This design comes from an exercise in tuning for small area and a short achievable clock period on the open sky130 flow, not from production work. The RTL was checked by simulation tests, not by an equivalence proof against the original design.

==> 06-04 <==
// RFCorrelator
module RFCorrelator(bit_stream, clk, reset, Target_Num,
num_1, num_2, num_3, num_4, num_5, num_6, num_7, num_8, num_9, num_10, num_11, num_12, num_13, num_14, num_15, num_16, Out_str);
==> flow/config.mk <==
export PLATFORM = sky130hd
export DESIGN_NAME = RFCorrelator
export DESIGN_NICKNAME = RFCorrelator
export VERILOG_FILES = /design/flow/design.v
export SDC_FILE = /design/flow/constraint.sdc
export NUM_CORES = 4
export LEC_CHECK = 0
export ABC_AREA = 1
export CAP_MARGIN = 20
export CORE_MARGIN = 2
export CORE_UTILIZATION = 40
export PLACE_DENSITY = 0.6
export SLEW_MARGIN = 20
export SYNTH_HIERARCHICAL = 1
==> flow/constraint.sdc <==
create_clock -name core_clock -period 55.0 [get_ports {clk}]
set_input_delay 11.0000 -clock core_clock [delete_from_list [all_inputs] [get_ports {clk}]]
set_output_delay 11.0000 -clock core_clock [all_outputs]
set_load 0.01 [all_outputs]
standard.sh (not shown) runs the stock make flow with config.mk's settings and CLKGATE_MAP_FILE= SYNTH_SCRIPT=/design/flow/synth_recipe.tcl, a recipe that flattens the netlist after the stock synthesis.
==> flow/flow/run.sh <==
#!/bin/bash
# The standard layout (standard.sh) with two changes:
#  - synthesis maps the logic with ABC scripts of our own (flow/abc_*.script):
#    the argmin module with flow/abc_argmin.script, everything else with
#    flow/abc_main.script. Everything else in synthesis is the standard flow's script
#    (synth_recipe.tcl), so the registers are the standard synthesis's.
#  - the port buffers are the smallest buffer (buf_1).
# Each tool's output goes to the ORFS logs under orfs/logs; make's own
# output goes to flow_make.log.
set -euo pipefail
W=$PWD
export MY_ABC_SCRIPT=$W/flow/abc_main.script
export MY_ABC_SEL_SCRIPT=$W/flow/abc_argmin.script
export BUFFER_PORTS_ARGS="-buffer_cell sky130_fd_sc_hd__buf_1"
cat > $W/my_synth.tcl <<EOF
proc abc {args} {
  set i [lsearch -exact \$args -script]
  if { \$i >= 0 } {
    set a1 \$args
    lset a1 [expr {\$i + 1}] \$::env(MY_ABC_SCRIPT)
    set a2 \$args
    lset a2 [expr {\$i + 1}] \$::env(MY_ABC_SEL_SCRIPT)
    yosys abc {*}\$a2 argmin_16
    yosys abc {*}\$a1
    return
  }
  yosys abc {*}\$args
}
source $W/synth_recipe.tcl
EOF
grep -q 'SYNTH_SCRIPT=[^ ]*synth_recipe.tcl' standard.sh
sed "s#SYNTH_SCRIPT=[^ ]*synth_recipe.tcl#SYNTH_SCRIPT=$W/my_synth.tcl#" standard.sh > my_standard.sh
bash my_standard.sh > flow_make.log 2>&1
==> flow/flow/abc_argmin.script <==
strash; dch; map; topo; buffer -c; upsize -c; dnsize -c; stime -c
==> flow/flow/abc_main.script <==
strash; dch; map -a; topo; stime -c
==> inputs of 04-11, as changes to 06-04 <==
==> flow/flow/abc_argmin.script (replaced) <==
strash; dch; map -a; topo; buffer -c; upsize -c; dnsize -c; stime -c
==> comparison table <==
                                                                       04-11                    06-04
Layout Skew                                                         16.48 ps                 13.12 ps
Multi-input comb cells                                                  1358                     1512
Initial core utilization                                              40.46%                   40.58%
Result of the run                                    complete, no violations  complete, no violations
Die Footprint                                                    51200 sq um              54090 sq um
Endpoint of the worst hold-timing path                          shift_reg[7]            shift_reg[24]
DRT Wirelength                                                      71610 um                 77240 um
Chip Height                                                         226.3 um                 232.6 um
Syn Std Cell Area                                                19760 sq um              20900 sq um
Fraction of standard cell area in multi-input logic                   66.75%                   68.10%
Crit path from                                                 hdist_reg[67]            hdist_reg[92]

* * *

==> exp/nickel: inputs <==
RFCorrelator, a different RTL version from the one above (not shown whole).
// RFCorrelator
module RFCorrelator(bit_stream, clk, reset, Target_Num,
num_1, num_2, num_3, num_4, num_5, num_6, num_7, num_8, num_9, num_10, num_11, num_12, num_13, num_14, num_15, num_16, Out_str);
output [31:0] Target_Num;
input clk, reset, bit_stream;
output [3:0] Out_str;
input [31:0] num_1, num_2, num_3, num_4, num_5, num_6, num_7, num_8, num_9, num_10, num_11, num_12, num_13, num_14, num_15, num_16;
reg [31:0] shift_reg;
reg [5:0] current_bit;
reg [31:0] Target_Num;
reg [95:0] hdist_reg;
wire [95:0] hdist;
correlation_32 u(num_1, num_2, num_3, num_4, num_5, num_6, num_7, num_8, num_9, num_10, num_11, num_12, num_13, num_14, num_15, num_16, Target_Num, hdist);
argmin_16 s(hdist_reg, Out_str);
wire load = current_bit[5];
always @(posedge clk)
begin
	shift_reg <= {bit_stream, shift_reg[31:1]};
	hdist_reg <= hdist;
	if (reset)
		current_bit <= 0;
	else if (load)
		current_bit <= 0;
	else
		current_bit <= current_bit + 1;
	if (!reset && load)
		Target_Num <= shift_reg;
end
endmodule
clock: 55.0 ns
lec_check: 0
abc_area: 1
cap_margin: 5
core_margin: 2
core_utilization: 40
cts_buf_list: sky130_fd_sc_hd__clkbuf_8
place_density: 0.6
slew_margin: 5
synth_hierarchical: 1
==> flow/flow/abc_argmin.script <==
strash; dch; map -D 2000; topo; buffer -c; upsize -c; dnsize -c; stime -c
Scripts as last shown in full above: flow/flow/run.sh, flow/flow/abc_main.script
==> inputs of exp/yarrow, as changes to exp/nickel <==
==> flow/flow/abc_argmin.script (replaced) <==
strash; dch; map; topo; buffer -c; upsize -c; dnsize -c; stime -c
==> inputs of exp/juniper, as changes to exp/nickel <==
==> flow/flow/abc_argmin.script (replaced) <==
strash; dch; map; topo; buffer -c; upsize -c; dnsize -c; stime -c
CAP_MARGIN = 20   (was 5)
CTS_BUF_LIST = not set   (was sky130_fd_sc_hd__clkbuf_8)
SLEW_MARGIN = 20   (was 5)
==> inputs of exp/umber, as changes to exp/nickel <==
CAP_MARGIN = 20   (was 5)
CTS_BUF_LIST = not set   (was sky130_fd_sc_hd__clkbuf_8)
SLEW_MARGIN = 20   (was 5)
==> flow_summary.toml <==
[finish]
diodes = 0
buffers = 583
nClkBuffers = 18

[sta]
timing.fmax_mhz = 66.4

[synthesis]
yosysUniqueCellTypes = 58
synth_compound_area_share_pct = 8.30

[critical_path]
r2r-start = "Target_Num[6]"
worstSetupEndpointType = "output port"
regToRegSetupSlack_ns = 49.98

[floorplanning]
dieArea_mm2 = 0.0535

[status]
outcome = "no timing/DRC/antenna violations"
# the run above: exp/umber

==> flow_summary.toml <==
[status]
outcome = "no timing/DRC/antenna violations"

[critical_path]
worstSetupEndpointType = "flop"
regToRegSetupSlack_ns = 49.60

[finish]
buffers = 584
diodes = 0
multi_input_area_share_pct = 68.8

[synthesis]
yosysUniqueCellTypes = 64
synth_compound_area_share_pct = 10.4

[floorplanning]
dieArea_mm2 = 0.0559

[sta]
timing.fmax_mhz = 68.4

[grt]
grt_pass1_vias = 19139
# the run above: exp/juniper

==> flow_summary.toml <==
[synthesis]
yosysUniqueCellTypes = 58
synth_compound_area_share_pct = 8.30

[finish]
buffers = 583

[critical_path]
r2r-start = "Target_Num[6]"
regToRegSetupSlack_ns = 50.01

[status]
outcome = "no timing/DRC/antenna violations"

[sta]
timing.fmax_mhz = 65.8

[floorplanning]
dieArea_mm2 = 0.0535
# the run above: exp/nickel

==> flow_summary.toml <==
[finish]
nClkBuffers = 18
diodes = 1
buffers = 583

[clock_network]
htree_levels = 4

[status]
outcome = "no timing/DRC/antenna violations"

[grt]
grt_overflow = 0

[critical_path]
regToRegSetupSlack_ns = 49.58
worstSetupEndpointType = "output port"
r2r-start = "Target_Num[21]"

[synthesis]
synth_compound_area_share_pct = 10.4

[floorplanning]
dieArea_mm2 = 0.0559
# the run above: exp/yarrow


* * *

==> violet: inputs <==
RFCorrelator, a different RTL version from the one above (not shown whole).
Design RFCorrelator, start of the top module:
module RFCorrelator(bit_stream, clk, reset, Target_Num,
num_1, num_2, num_3, num_4, num_5, num_6, num_7, num_8, num_9, num_10, num_11, num_12, num_13, num_14, num_15, num_16, Out_str);
==> flow/config.mk <==
export PLATFORM = sky130hd
export DESIGN_NAME = RFCorrelator
export DESIGN_NICKNAME = RFCorrelator
export VERILOG_FILES = /design/flow/design.v
export SDC_FILE = /design/flow/constraint.sdc
export NUM_CORES = 4
export LEC_CHECK = 0
export ABC_AREA = 1
export CAP_MARGIN = 20
export CORE_MARGIN = 2
export CORE_UTILIZATION = 40
export PLACE_DENSITY = 0.6
export SLEW_MARGIN = 20
export SYNTH_HIERARCHICAL = 1
==> flow/constraint.sdc <==
create_clock -name core_clock -period 55.0 [get_ports {clk}]
set_input_delay 11.0000 -clock core_clock [delete_from_list [all_inputs] [get_ports {clk}]]
set_output_delay 11.0000 -clock core_clock [all_outputs]
set_load 0.01 [all_outputs]
==> flow/flow/run.sh <==
#!/bin/bash
# The standard layout, except that the port buffers are the smallest buffer
# (buf_1) instead of the resizer's default choice.
set -euo pipefail
export BUFFER_PORTS_ARGS="-buffer_cell sky130_fd_sc_hd__buf_1"
bash standard.sh > standard_flow.log 2>&1
==> amber: changes against violet <==
Settings changed: CORE_UTILIZATION 40 to 55, PLACE_DENSITY 0.6 to 0.75.
==> cedar: changes against violet <==
--- a/flow/design.v
+++ b/flow/design.v
@@ -1,11 +1,11 @@
-module correlation_32(num_1, num_2, num_3, num_4, num_5, num_6, num_7, num_8, num_9, num_10, num_11, num_12, num_13, num_14, num_15, num_16, Target_Num, Out_4);
+module correlation_32(num_1, num_2, num_3, num_4, num_5, num_6, num_7, num_8, num_9, num_10, num_11, num_12, num_13, num_14, num_15, num_16, Target_Num, hdist);
   input [31:0] Target_Num, num_1, num_2, num_3, num_4, num_5, num_6, num_7, num_8, num_9, num_10, num_11, num_12, num_13, num_14, num_15, num_16;
-  output [3:0] Out_4;
+  output [95:0] hdist;
   wire [31:0] x0 = num_1 ^ Target_Num;
   wire p0_s0, p0_c0;
   fa_cell p0_f1 (x0[0], x0[10], x0[11], p0_s0, p0_c0);
   wire p0_s1, p0_c1;
   fa_cell p0_f2 (x0[12], x0[13], x0[14], p0_s1, p0_c1);
   wire p0_s2, p0_c2;
   fa_cell p0_f3 (x0[15], x0[16], x0[17], p0_s2, p0_c2);
   wire p0_s3, p0_c3;
@@ -59,17 +59,17 @@
   wire p0_s27, p0_c27;
   ha_cell p0_h28 (p0_c23, p0_s26, p0_s27, p0_c27);
   wire p0_s28, p0_c28;
   fa_cell p0_f29 (p0_c24, p0_c25, p0_c26, p0_s28, p0_c28);
   wire p0_s29, p0_c29;
   ha_cell p0_h30 (p0_c27, p0_s28, p0_s29, p0_c29);
   wire p0_s30, p0_c30;
   ha_cell p0_h31 (p0_c28, p0_c29, p0_s30, p0_c30);
-  wire [5:0] d0 = {p0_c30, p0_s30, p0_s29, p0_s27, p0_s23, p0_s15};
+  assign hdist[5:0] = {p0_c30, p0_s30, p0_s29, p0_s27, p0_s23, p0_s15};
   wire [31:0] x1 = num_2 ^ Target_Num;
   wire p1_s0, p1_c0;
   fa_cell p1_f1 (x1[0], x1[10], x1[11], p1_s0, p1_c0);
   wire p1_s1, p1_c1;
   fa_cell p1_f2 (x1[12], x1[13], x1[14], p1_s1, p1_c1);
   wire p1_s2, p1_c2;
   fa_cell p1_f3 (x1[15], x1[16], x1[17], p1_s2, p1_c2);
   wire p1_s3, p1_c3;
@@ -123,17 +123,17 @@
   wire p1_s27, p1_c27;
   ha_cell p1_h28 (p1_c23, p1_s26, p1_s27, p1_c27);
   wire p1_s28, p1_c28;
   fa_cell p1_f29 (p1_c24, p1_c25, p1_c26, p1_s28, p1_c28);
   wire p1_s29, p1_c29;
   ha_cell p1_h30 (p1_c27, p1_s28, p1_s29, p1_c29);
   wire p1_s30, p1_c30;
   ha_cell p1_h31 (p1_c28, p1_c29, p1_s30, p1_c30);
-  wire [5:0] d1 = {p1_c30, p1_s30, p1_s29, p1_s27, p1_s23, p1_s15};
+  assign hdist[11:6] = {p1_c30, p1_s30, p1_s29, p1_s27, p1_s23, p1_s15};
   wire [31:0] x2 = num_3 ^ Target_Num;
   wire p2_s0, p2_c0;
   fa_cell p2_f1 (x2[0], x2[10], x2[11], p2_s0, p2_c0);
   wire p2_s1, p2_c1;
   fa_cell p2_f2 (x2[12], x2[13], x2[14], p2_s1, p2_c1);
   wire p2_s2, p2_c2;
   fa_cell p2_f3 (x2[15], x2[16], x2[17], p2_s2, p2_c2);
   wire p2_s3, p2_c3;
@@ -187,17 +187,17 @@
   wire p2_s27, p2_c27;
   ha_cell p2_h28 (p2_c23, p2_s26, p2_s27, p2_c27);
   wire p2_s28, p2_c28;
   fa_cell p2_f29 (p2_c24, p2_c25, p2_c26, p2_s28, p2_c28);
   wire p2_s29, p2_c29;
   ha_cell p2_h30 (p2_c27, p2_s28, p2_s29, p2_c29);
   wire p2_s30, p2_c30;
   ha_cell p2_h31 (p2_c28, p2_c29, p2_s30, p2_c30);
-  wire [5:0] d2 = {p2_c30, p2_s30, p2_s29, p2_s27, p2_s23, p2_s15};
+  assign hdist[17:12] = {p2_c30, p2_s30, p2_s29, p2_s27, p2_s23, p2_s15};
   wire [31:0] x3 = num_4 ^ Target_Num;
   wire p3_s0, p3_c0;
   fa_cell p3_f1 (x3[0], x3[10], x3[11], p3_s0, p3_c0);
   wire p3_s1, p3_c1;
   fa_cell p3_f2 (x3[12], x3[13], x3[14], p3_s1, p3_c1);
   wire p3_s2, p3_c2;
   fa_cell p3_f3 (x3[15], x3[16], x3[17], p3_s2, p3_c2);
   wire p3_s3, p3_c3;
@@ -251,17 +251,17 @@
   wire p3_s27, p3_c27;
   ha_cell p3_h28 (p3_c23, p3_s26, p3_s27, p3_c27);
   wire p3_s28, p3_c28;
   fa_cell p3_f29 (p3_c24, p3_c25, p3_c26, p3_s28, p3_c28);
   wire p3_s29, p3_c29;
   ha_cell p3_h30 (p3_c27, p3_s28, p3_s29, p3_c29);
   wire p3_s30, p3_c30;
   ha_cell p3_h31 (p3_c28, p3_c29, p3_s30, p3_c30);
-  wire [5:0] d3 = {p3_c30, p3_s30, p3_s29, p3_s27, p3_s23, p3_s15};
+  assign hdist[23:18] = {p3_c30, p3_s30, p3_s29, p3_s27, p3_s23, p3_s15};
   wire [31:0] x4 = num_5 ^ Target_Num;
   wire p4_s0, p4_c0;
   fa_cell p4_f1 (x4[0], x4[10], x4[11], p4_s0, p4_c0);
   wire p4_s1, p4_c1;
   fa_cell p4_f2 (x4[12], x4[13], x4[14], p4_s1, p4_c1);
   wire p4_s2, p4_c2;
   fa_cell p4_f3 (x4[15], x4[16], x4[17], p4_s2, p4_c2);
   wire p4_s3, p4_c3;
@@ -315,17 +315,17 @@
   wire p4_s27, p4_c27;
   ha_cell p4_h28 (p4_c23, p4_s26, p4_s27, p4_c27);
   wire p4_s28, p4_c28;
   fa_cell p4_f29 (p4_c24, p4_c25, p4_c26, p4_s28, p4_c28);
   wire p4_s29, p4_c29;
   ha_cell p4_h30 (p4_c27, p4_s28, p4_s29, p4_c29);
   wire p4_s30, p4_c30;
   ha_cell p4_h31 (p4_c28, p4_c29, p4_s30, p4_c30);
-  wire [5:0] d4 = {p4_c30, p4_s30, p4_s29, p4_s27, p4_s23, p4_s15};
+  assign hdist[29:24] = {p4_c30, p4_s30, p4_s29, p4_s27, p4_s23, p4_s15};
   wire [31:0] x5 = num_6 ^ Target_Num;
   wire p5_s0, p5_c0;
   fa_cell p5_f1 (x5[0], x5[10], x5[11], p5_s0, p5_c0);
   wire p5_s1, p5_c1;
   fa_cell p5_f2 (x5[12], x5[13], x5[14], p5_s1, p5_c1);
   wire p5_s2, p5_c2;
   fa_cell p5_f3 (x5[15], x5[16], x5[17], p5_s2, p5_c2);
   wire p5_s3, p5_c3;
@@ -379,17 +379,17 @@
   wire p5_s27, p5_c27;
   ha_cell p5_h28 (p5_c23, p5_s26, p5_s27, p5_c27);
   wire p5_s28, p5_c28;
   fa_cell p5_f29 (p5_c24, p5_c25, p5_c26, p5_s28, p5_c28);
   wire p5_s29, p5_c29;
   ha_cell p5_h30 (p5_c27, p5_s28, p5_s29, p5_c29);
   wire p5_s30, p5_c30;
   ha_cell p5_h31 (p5_c28, p5_c29, p5_s30, p5_c30);
-  wire [5:0] d5 = {p5_c30, p5_s30, p5_s29, p5_s27, p5_s23, p5_s15};
+  assign hdist[35:30] = {p5_c30, p5_s30, p5_s29, p5_s27, p5_s23, p5_s15};
   wire [31:0] x6 = num_7 ^ Target_Num;
   wire p6_s0, p6_c0;
   fa_cell p6_f1 (x6[0], x6[10], x6[11], p6_s0, p6_c0);
   wire p6_s1, p6_c1;
   fa_cell p6_f2 (x6[12], x6[13], x6[14], p6_s1, p6_c1);
   wire p6_s2, p6_c2;
   fa_cell p6_f3 (x6[15], x6[16], x6[17], p6_s2, p6_c2);
   wire p6_s3, p6_c3;
@@ -443,17 +443,17 @@
   wire p6_s27, p6_c27;
   ha_cell p6_h28 (p6_c23, p6_s26, p6_s27, p6_c27);
   wire p6_s28, p6_c28;
   fa_cell p6_f29 (p6_c24, p6_c25, p6_c26, p6_s28, p6_c28);
   wire p6_s29, p6_c29;
   ha_cell p6_h30 (p6_c27, p6_s28, p6_s29, p6_c29);
   wire p6_s30, p6_c30;
   ha_cell p6_h31 (p6_c28, p6_c29, p6_s30, p6_c30);
-  wire [5:0] d6 = {p6_c30, p6_s30, p6_s29, p6_s27, p6_s23, p6_s15};
+  assign hdist[41:36] = {p6_c30, p6_s30, p6_s29, p6_s27, p6_s23, p6_s15};
   wire [31:0] x7 = num_8 ^ Target_Num;
   wire p7_s0, p7_c0;
   fa_cell p7_f1 (x7[0], x7[10], x7[11], p7_s0, p7_c0);
   wire p7_s1, p7_c1;
   fa_cell p7_f2 (x7[12], x7[13], x7[14], p7_s1, p7_c1);
   wire p7_s2, p7_c2;
   fa_cell p7_f3 (x7[15], x7[16], x7[17], p7_s2, p7_c2);
   wire p7_s3, p7_c3;
@@ -507,17 +507,17 @@
   wire p7_s27, p7_c27;
   ha_cell p7_h28 (p7_c23, p7_s26, p7_s27, p7_c27);
   wire p7_s28, p7_c28;
   fa_cell p7_f29 (p7_c24, p7_c25, p7_c26, p7_s28, p7_c28);
   wire p7_s29, p7_c29;
   ha_cell p7_h30 (p7_c27, p7_s28, p7_s29, p7_c29);
   wire p7_s30, p7_c30;
   ha_cell p7_h31 (p7_c28, p7_c29, p7_s30, p7_c30);
-  wire [5:0] d7 = {p7_c30, p7_s30, p7_s29, p7_s27, p7_s23, p7_s15};
+  assign hdist[47:42] = {p7_c30, p7_s30, p7_s29, p7_s27, p7_s23, p7_s15};
   wire [31:0] x8 = num_9 ^ Target_Num;
   wire p8_s0, p8_c0;
   fa_cell p8_f1 (x8[0], x8[10], x8[11], p8_s0, p8_c0);
   wire p8_s1, p8_c1;
   fa_cell p8_f2 (x8[12], x8[13], x8[14], p8_s1, p8_c1);
   wire p8_s2, p8_c2;
   fa_cell p8_f3 (x8[15], x8[16], x8[17], p8_s2, p8_c2);
   wire p8_s3, p8_c3;
@@ -571,17 +571,17 @@
   wire p8_s27, p8_c27;
   ha_cell p8_h28 (p8_c23, p8_s26, p8_s27, p8_c27);
   wire p8_s28, p8_c28;
   fa_cell p8_f29 (p8_c24, p8_c25, p8_c26, p8_s28, p8_c28);
   wire p8_s29, p8_c29;
   ha_cell p8_h30 (p8_c27, p8_s28, p8_s29, p8_c29);
   wire p8_s30, p8_c30;
   ha_cell p8_h31 (p8_c28, p8_c29, p8_s30, p8_c30);
-  wire [5:0] d8 = {p8_c30, p8_s30, p8_s29, p8_s27, p8_s23, p8_s15};
+  assign hdist[53:48] = {p8_c30, p8_s30, p8_s29, p8_s27, p8_s23, p8_s15};
   wire [31:0] x9 = num_10 ^ Target_Num;
   wire p9_s0, p9_c0;
   fa_cell p9_f1 (x9[0], x9[10], x9[11], p9_s0, p9_c0);
   wire p9_s1, p9_c1;
   fa_cell p9_f2 (x9[12], x9[13], x9[14], p9_s1, p9_c1);
   wire p9_s2, p9_c2;
   fa_cell p9_f3 (x9[15], x9[16], x9[17], p9_s2, p9_c2);
   wire p9_s3, p9_c3;
@@ -635,17 +635,17 @@
   wire p9_s27, p9_c27;
   ha_cell p9_h28 (p9_c23, p9_s26, p9_s27, p9_c27);
   wire p9_s28, p9_c28;
   fa_cell p9_f29 (p9_c24, p9_c25, p9_c26, p9_s28, p9_c28);
   wire p9_s29, p9_c29;
   ha_cell p9_h30 (p9_c27, p9_s28, p9_s29, p9_c29);
   wire p9_s30, p9_c30;
   ha_cell p9_h31 (p9_c28, p9_c29, p9_s30, p9_c30);
-  wire [5:0] d9 = {p9_c30, p9_s30, p9_s29, p9_s27, p9_s23, p9_s15};
+  assign hdist[59:54] = {p9_c30, p9_s30, p9_s29, p9_s27, p9_s23, p9_s15};
   wire [31:0] x10 = num_11 ^ Target_Num;
   wire p10_s0, p10_c0;
   fa_cell p10_f1 (x10[0], x10[10], x10[11], p10_s0, p10_c0);
   wire p10_s1, p10_c1;
   fa_cell p10_f2 (x10[12], x10[13], x10[14], p10_s1, p10_c1);
   wire p10_s2, p10_c2;
   fa_cell p10_f3 (x10[15], x10[16], x10[17], p10_s2, p10_c2);
   wire p10_s3, p10_c3;
@@ -699,17 +699,17 @@
   wire p10_s27, p10_c27;
   ha_cell p10_h28 (p10_c23, p10_s26, p10_s27, p10_c27);
   wire p10_s28, p10_c28;
   fa_cell p10_f29 (p10_c24, p10_c25, p10_c26, p10_s28, p10_c28);
   wire p10_s29, p10_c29;
   ha_cell p10_h30 (p10_c27, p10_s28, p10_s29, p10_c29);
   wire p10_s30, p10_c30;
   ha_cell p10_h31 (p10_c28, p10_c29, p10_s30, p10_c30);
-  wire [5:0] d10 = {p10_c30, p10_s30, p10_s29, p10_s27, p10_s23, p10_s15};
+  assign hdist[65:60] = {p10_c30, p10_s30, p10_s29, p10_s27, p10_s23, p10_s15};
   wire [31:0] x11 = num_12 ^ Target_Num;
   wire p11_s0, p11_c0;
   fa_cell p11_f1 (x11[0], x11[10], x11[11], p11_s0, p11_c0);
   wire p11_s1, p11_c1;
   fa_cell p11_f2 (x11[12], x11[13], x11[14], p11_s1, p11_c1);
   wire p11_s2, p11_c2;
   fa_cell p11_f3 (x11[15], x11[16], x11[17], p11_s2, p11_c2);
   wire p11_s3, p11_c3;
@@ -763,17 +763,17 @@
   wire p11_s27, p11_c27;
   ha_cell p11_h28 (p11_c23, p11_s26, p11_s27, p11_c27);
   wire p11_s28, p11_c28;
   fa_cell p11_f29 (p11_c24, p11_c25, p11_c26, p11_s28, p11_c28);
   wire p11_s29, p11_c29;
   ha_cell p11_h30 (p11_c27, p11_s28, p11_s29, p11_c29);
   wire p11_s30, p11_c30;
   ha_cell p11_h31 (p11_c28, p11_c29, p11_s30, p11_c30);
-  wire [5:0] d11 = {p11_c30, p11_s30, p11_s29, p11_s27, p11_s23, p11_s15};
+  assign hdist[71:66] = {p11_c30, p11_s30, p11_s29, p11_s27, p11_s23, p11_s15};
   wire [31:0] x12 = num_13 ^ Target_Num;
   wire p12_s0, p12_c0;
   fa_cell p12_f1 (x12[0], x12[10], x12[11], p12_s0, p12_c0);
   wire p12_s1, p12_c1;
   fa_cell p12_f2 (x12[12], x12[13], x12[14], p12_s1, p12_c1);
   wire p12_s2, p12_c2;
   fa_cell p12_f3 (x12[15], x12[16], x12[17], p12_s2, p12_c2);
   wire p12_s3, p12_c3;
@@ -827,17 +827,17 @@
   wire p12_s27, p12_c27;
   ha_cell p12_h28 (p12_c23, p12_s26, p12_s27, p12_c27);
   wire p12_s28, p12_c28;
   fa_cell p12_f29 (p12_c24, p12_c25, p12_c26, p12_s28, p12_c28);
   wire p12_s29, p12_c29;
   ha_cell p12_h30 (p12_c27, p12_s28, p12_s29, p12_c29);
   wire p12_s30, p12_c30;
   ha_cell p12_h31 (p12_c28, p12_c29, p12_s30, p12_c30);
-  wire [5:0] d12 = {p12_c30, p12_s30, p12_s29, p12_s27, p12_s23, p12_s15};
+  assign hdist[77:72] = {p12_c30, p12_s30, p12_s29, p12_s27, p12_s23, p12_s15};
   wire [31:0] x13 = num_14 ^ Target_Num;
   wire p13_s0, p13_c0;
   fa_cell p13_f1 (x13[0], x13[10], x13[11], p13_s0, p13_c0);
   wire p13_s1, p13_c1;
   fa_cell p13_f2 (x13[12], x13[13], x13[14], p13_s1, p13_c1);
   wire p13_s2, p13_c2;
   fa_cell p13_f3 (x13[15], x13[16], x13[17], p13_s2, p13_c2);
   wire p13_s3, p13_c3;
@@ -891,17 +891,17 @@
   wire p13_s27, p13_c27;
   ha_cell p13_h28 (p13_c23, p13_s26, p13_s27, p13_c27);
   wire p13_s28, p13_c28;
   fa_cell p13_f29 (p13_c24, p13_c25, p13_c26, p13_s28, p13_c28);
   wire p13_s29, p13_c29;
   ha_cell p13_h30 (p13_c27, p13_s28, p13_s29, p13_c29);
   wire p13_s30, p13_c30;
   ha_cell p13_h31 (p13_c28, p13_c29, p13_s30, p13_c30);
-  wire [5:0] d13 = {p13_c30, p13_s30, p13_s29, p13_s27, p13_s23, p13_s15};
+  assign hdist[83:78] = {p13_c30, p13_s30, p13_s29, p13_s27, p13_s23, p13_s15};
   wire [31:0] x14 = num_15 ^ Target_Num;
   wire p14_s0, p14_c0;
   fa_cell p14_f1 (x14[0], x14[10], x14[11], p14_s0, p14_c0);
   wire p14_s1, p14_c1;
   fa_cell p14_f2 (x14[12], x14[13], x14[14], p14_s1, p14_c1);
   wire p14_s2, p14_c2;
   fa_cell p14_f3 (x14[15], x14[16], x14[17], p14_s2, p14_c2);
   wire p14_s3, p14_c3;
@@ -955,17 +955,17 @@
   wire p14_s27, p14_c27;
   ha_cell p14_h28 (p14_c23, p14_s26, p14_s27, p14_c27);
   wire p14_s28, p14_c28;
   fa_cell p14_f29 (p14_c24, p14_c25, p14_c26, p14_s28, p14_c28);
   wire p14_s29, p14_c29;
   ha_cell p14_h30 (p14_c27, p14_s28, p14_s29, p14_c29);
   wire p14_s30, p14_c30;
   ha_cell p14_h31 (p14_c28, p14_c29, p14_s30, p14_c30);
-  wire [5:0] d14 = {p14_c30, p14_s30, p14_s29, p14_s27, p14_s23, p14_s15};
+  assign hdist[89:84] = {p14_c30, p14_s30, p14_s29, p14_s27, p14_s23, p14_s15};
   wire [31:0] x15 = num_16 ^ Target_Num;
   wire p15_s0, p15_c0;
   fa_cell p15_f1 (x15[0], x15[10], x15[11], p15_s0, p15_c0);
   wire p15_s1, p15_c1;
   fa_cell p15_f2 (x15[12], x15[13], x15[14], p15_s1, p15_c1);
   wire p15_s2, p15_c2;
   fa_cell p15_f3 (x15[15], x15[16], x15[17], p15_s2, p15_c2);
   wire p15_s3, p15_c3;
@@ -1019,17 +1019,37 @@
   wire p15_s27, p15_c27;
   ha_cell p15_h28 (p15_c23, p15_s26, p15_s27, p15_c27);
   wire p15_s28, p15_c28;
   fa_cell p15_f29 (p15_c24, p15_c25, p15_c26, p15_s28, p15_c28);
   wire p15_s29, p15_c29;
   ha_cell p15_h30 (p15_c27, p15_s28, p15_s29, p15_c29);
   wire p15_s30, p15_c30;
   ha_cell p15_h31 (p15_c28, p15_c29, p15_s30, p15_c30);
-  wire [5:0] d15 = {p15_c30, p15_s30, p15_s29, p15_s27, p15_s23, p15_s15};
+  assign hdist[95:90] = {p15_c30, p15_s30, p15_s29, p15_s27, p15_s23, p15_s15};
+endmodule
+module argmin_16(hdist, best);
+  input [95:0] hdist;
+  output [3:0] best;
+  wire [5:0] d0 = hdist[5:0];
+  wire [5:0] d1 = hdist[11:6];
+  wire [5:0] d2 = hdist[17:12];
+  wire [5:0] d3 = hdist[23:18];
+  wire [5:0] d4 = hdist[29:24];
+  wire [5:0] d5 = hdist[35:30];
+  wire [5:0] d6 = hdist[41:36];
+  wire [5:0] d7 = hdist[47:42];
+  wire [5:0] d8 = hdist[53:48];
+  wire [5:0] d9 = hdist[59:54];
+  wire [5:0] d10 = hdist[65:60];
+  wire [5:0] d11 = hdist[71:66];
+  wire [5:0] d12 = hdist[77:72];
+  wire [5:0] d13 = hdist[83:78];
+  wire [5:0] d14 = hdist[89:84];
+  wire [5:0] d15 = hdist[95:90];
   wire [6:0] l0g0_L01_c;
   assign l0g0_L01_c[0] = 1'b0;
   assign l0g0_L01_c[1] = (~d1[0] & d0[0]) | (l0g0_L01_c[0] & (~d1[0] | d0[0]));
   assign l0g0_L01_c[2] = (~d1[1] & d0[1]) | (l0g0_L01_c[1] & (~d1[1] | d0[1]));
   assign l0g0_L01_c[3] = (~d1[2] & d0[2]) | (l0g0_L01_c[2] & (~d1[2] | d0[2]));
   assign l0g0_L01_c[4] = (~d1[3] & d0[3]) | (l0g0_L01_c[3] & (~d1[3] | d0[3]));
   assign l0g0_L01_c[5] = (~d1[4] & d0[4]) | (l0g0_L01_c[4] & (~d1[4] | d0[4]));
   assign l0g0_L01_c[6] = (~d1[5] & d0[5]) | (l0g0_L01_c[5] & (~d1[5] | d0[5]));
@@ -1235,17 +1255,17 @@
   assign l2g0_L23_c[5] = (~l1g3_v[4] & l1g2_v[4]) | (l2g0_L23_c[4] & (~l1g3_v[4] | l1g2_v[4]));
   assign l2g0_L23_c[6] = (~l1g3_v[5] & l1g2_v[5]) | (l2g0_L23_c[5] & (~l1g3_v[5] | l1g2_v[5]));
   wire l2g0_L23 = l2g0_L23_c[6];
   wire l2g0_w0 = ~l2g0_L01 & ~l2g0_L02 & ~l2g0_L03;
   wire l2g0_w1 = l2g0_L01 & ~l2g0_L12 & ~l2g0_L13;
   wire l2g0_w2 = l2g0_L02 & l2g0_L12 & ~l2g0_L23;
   wire l2g0_w3 = l2g0_L03 & l2g0_L13 & l2g0_L23;
   wire [3:0] l2g0_i = {(l2g0_w2 | l2g0_w3), (l2g0_w1 | l2g0_w3), (({2{l2g0_w0}} & l1g0_i) | ({2{l2g0_w1}} & l1g1_i) | ({2{l2g0_w2}} & l1g2_i) | ({2{l2g0_w3}} & l1g3_i))};
-  assign Out_4 = l2g0_i;
+  assign best = l2g0_i;
 endmodule
 module fa_cell(a, b, c, s, co);
   input a, b, c;
   output s, co;
   assign s = a ^ b ^ c;
   assign co = (a & b) | (c & (a ^ b));
 endmodule
 module ha_cell(a, b, s, co);
@@ -1258,24 +1278,25 @@
 num_1, num_2, num_3, num_4, num_5, num_6, num_7, num_8, num_9, num_10, num_11, num_12, num_13, num_14, num_15, num_16, Out_str);
 output [31:0] Target_Num;
 input clk, reset, bit_stream;
 output [3:0] Out_str;
 input [31:0] num_1, num_2, num_3, num_4, num_5, num_6, num_7, num_8, num_9, num_10, num_11, num_12, num_13, num_14, num_15, num_16;
 reg [31:0] shift_reg;
 reg [5:0] current_bit;
 reg [31:0] Target_Num;
-reg [3:0] Out_str;
-wire [3:0] best;
-correlation_32 u(num_1, num_2, num_3, num_4, num_5, num_6, num_7, num_8, num_9, num_10, num_11, num_12, num_13, num_14, num_15, num_16, Target_Num, best);
+reg [95:0] hdist_reg;
+wire [95:0] hdist;
+correlation_32 u(num_1, num_2, num_3, num_4, num_5, num_6, num_7, num_8, num_9, num_10, num_11, num_12, num_13, num_14, num_15, num_16, Target_Num, hdist);
+argmin_16 s(hdist_reg, Out_str);
 wire load = current_bit[5];
 always @(posedge clk)
 begin
 	shift_reg <= {bit_stream, shift_reg[31:1]};
-	Out_str <= best;
+	hdist_reg <= hdist;
 	if (reset)
 		current_bit <= 0;
 	else if (load)
 		current_bit <= 0;
 	else
 		current_bit <= current_bit + 1;
 	if (!reset && load)
 		Target_Num <= shift_reg;
==> ember: changes against violet <==
==> flow/run.sh (new file) <==
#!/bin/bash
# synth_recipe.tcl (not shown) runs the flow's synth.tcl, then flattens the netlist and writes it again
# the make line also repeats each setting of config.mk as NAME=value (left out here)
make -C /OpenROAD-flow-scripts/flow DESIGN_CONFIG=/design/flow/config.mk WORK_HOME=/design/flow/orfs CLKGATE_MAP_FILE= SYNTH_SCRIPT=/design/flow/synth_recipe.tcl finish
Settings changed: ABC_AREA 1 to unset.
removed: flow/flow/run.sh
removed: flow/standard.sh
==> impl_metrics.env <==
export IMPL_num_vias=15119
export IMPL_status="complete, no violations"
export IMPL_ff_latch_area_sq_um=1800
export IMPL_drt_total_wl_mm=78.4
export IMPL_top_layer_used="met5"
export IMPL_antenna_found_initial=1
export IMPL_final_common_cell="clkdlybuf4s50_1"
Source of the figures above: ember

==> impl_metrics.env <==
export IMPL_final_common_cell="buf_1"
export IMPL_setup_viol=0
export IMPL_wl_per_cell_microns=23.8
export IMPL_tightest_slew_ns=0.587
export IMPL_finalWorstSetupSlack_ns=37.68
export IMPL_ff_latch_area_sq_um=1800
export IMPL_drt_total_wl_mm=71.5
export IMPL_status="complete, no violations"
export IMPL_top_layer_used="met4"
export IMPL_num_vias=15170
export IMPL_gp_routability_congestion=0.958
Source of the figures above: violet

==> impl_metrics.env <==
export IMPL_ff_latch_area_sq_um=1800
export IMPL_top_layer_used="met4"
export IMPL_drt_total_wl_mm=68.2
export IMPL_antenna_found_initial=0
export IMPL_final_common_cell="buf_1"
export IMPL_fin_area_sq_um=22000
export IMPL_status="complete, no violations"
export IMPL_path_delay_family="adder cells"
Source of the figures above: amber

==> impl_metrics.env <==
export IMPL_top_layer_used="met5"
export IMPL_rsz0062_at_grt="false"
export IMPL_status="complete, no violations"
export IMPL_reg2reg_slack_ns=49.98
export IMPL_yosysMostFrequentCell="nand2_1"
export IMPL_final_common_cell="nand2_1"
export IMPL_regToRegStartpoint="Target_Num[17]"
export IMPL_num_vias=23141
export IMPL_antenna_found_initial=15
export IMPL_final_util_pct=43.5
export IMPL_drt_total_wl_mm=96.7
export IMPL_ff_latch_area_sq_um=3640
Source of the figures above: cedar

==> what the ideal ports hide <==
In the flow no input, the clock included, has a driving cell. The finished layouts below were timed again as built, in two steps.
Step 1, drivers: a clkbuf_16 drives clk and a buf_2 each remaining input, both assumed.
Step 2 adds t to the input delays and takes it off the output delays; t is the mean of the earliest and latest rising clock arrival at the registers after step 1. Input paths then give back, and output paths get back, about the clock's delay inside the block.
a / b / c = ideal ports / drivers / drivers and shift; a / b = the first two.
run	t, ns	slack for setup (ns)	latest minus earliest clock arrival (ns)	worst register clock-pin slew, ns	worst data-port slew with drivers (ns)
06-04	0.493	39.835 / 39.780 / 39.947	0.013 / 0.013	0.07 / 0.07	0.12
04-11	0.488	38.817 / 38.763 / 39.251	0.017 / 0.016	0.08 / 0.08	0.08
exp/nickel	0.544	39.803 / 39.745 / 39.989	0.034 / 0.034	0.12 / 0.12	0.07
exp/yarrow	0.567	40.333 / 40.280 / 39.904	0.018 / 0.018	0.10 / 0.10	0.06
exp/juniper	0.518	40.389 / 40.372 / 39.899	0.015 / 0.015	0.08 / 0.08	0.06
exp/umber	0.502	39.932 / 39.871 / 40.007	0.020 / 0.020	0.08 / 0.08	0.07
violet	0.405	37.679 / 37.699 / 37.293	0.019 / 0.019	0.08 / 0.08	0.07
amber	0.389	37.841 / 37.854 / 37.465	0.009 / 0.010	0.07 / 0.07	0.13
cedar	0.504	40.388 / 40.342 / 39.918	0.021 / 0.021	0.08 / 0.08	0.12
ember	0.391	35.733 / 35.726 / 35.335	0.007 / 0.007	0.06 / 0.06	0.09
After both steps every run listed still meets setup and hold. For exp/juniper, which loses most, drivers alone change the setup slack by -0.017 ns; drivers and shift together by -0.490 ns.
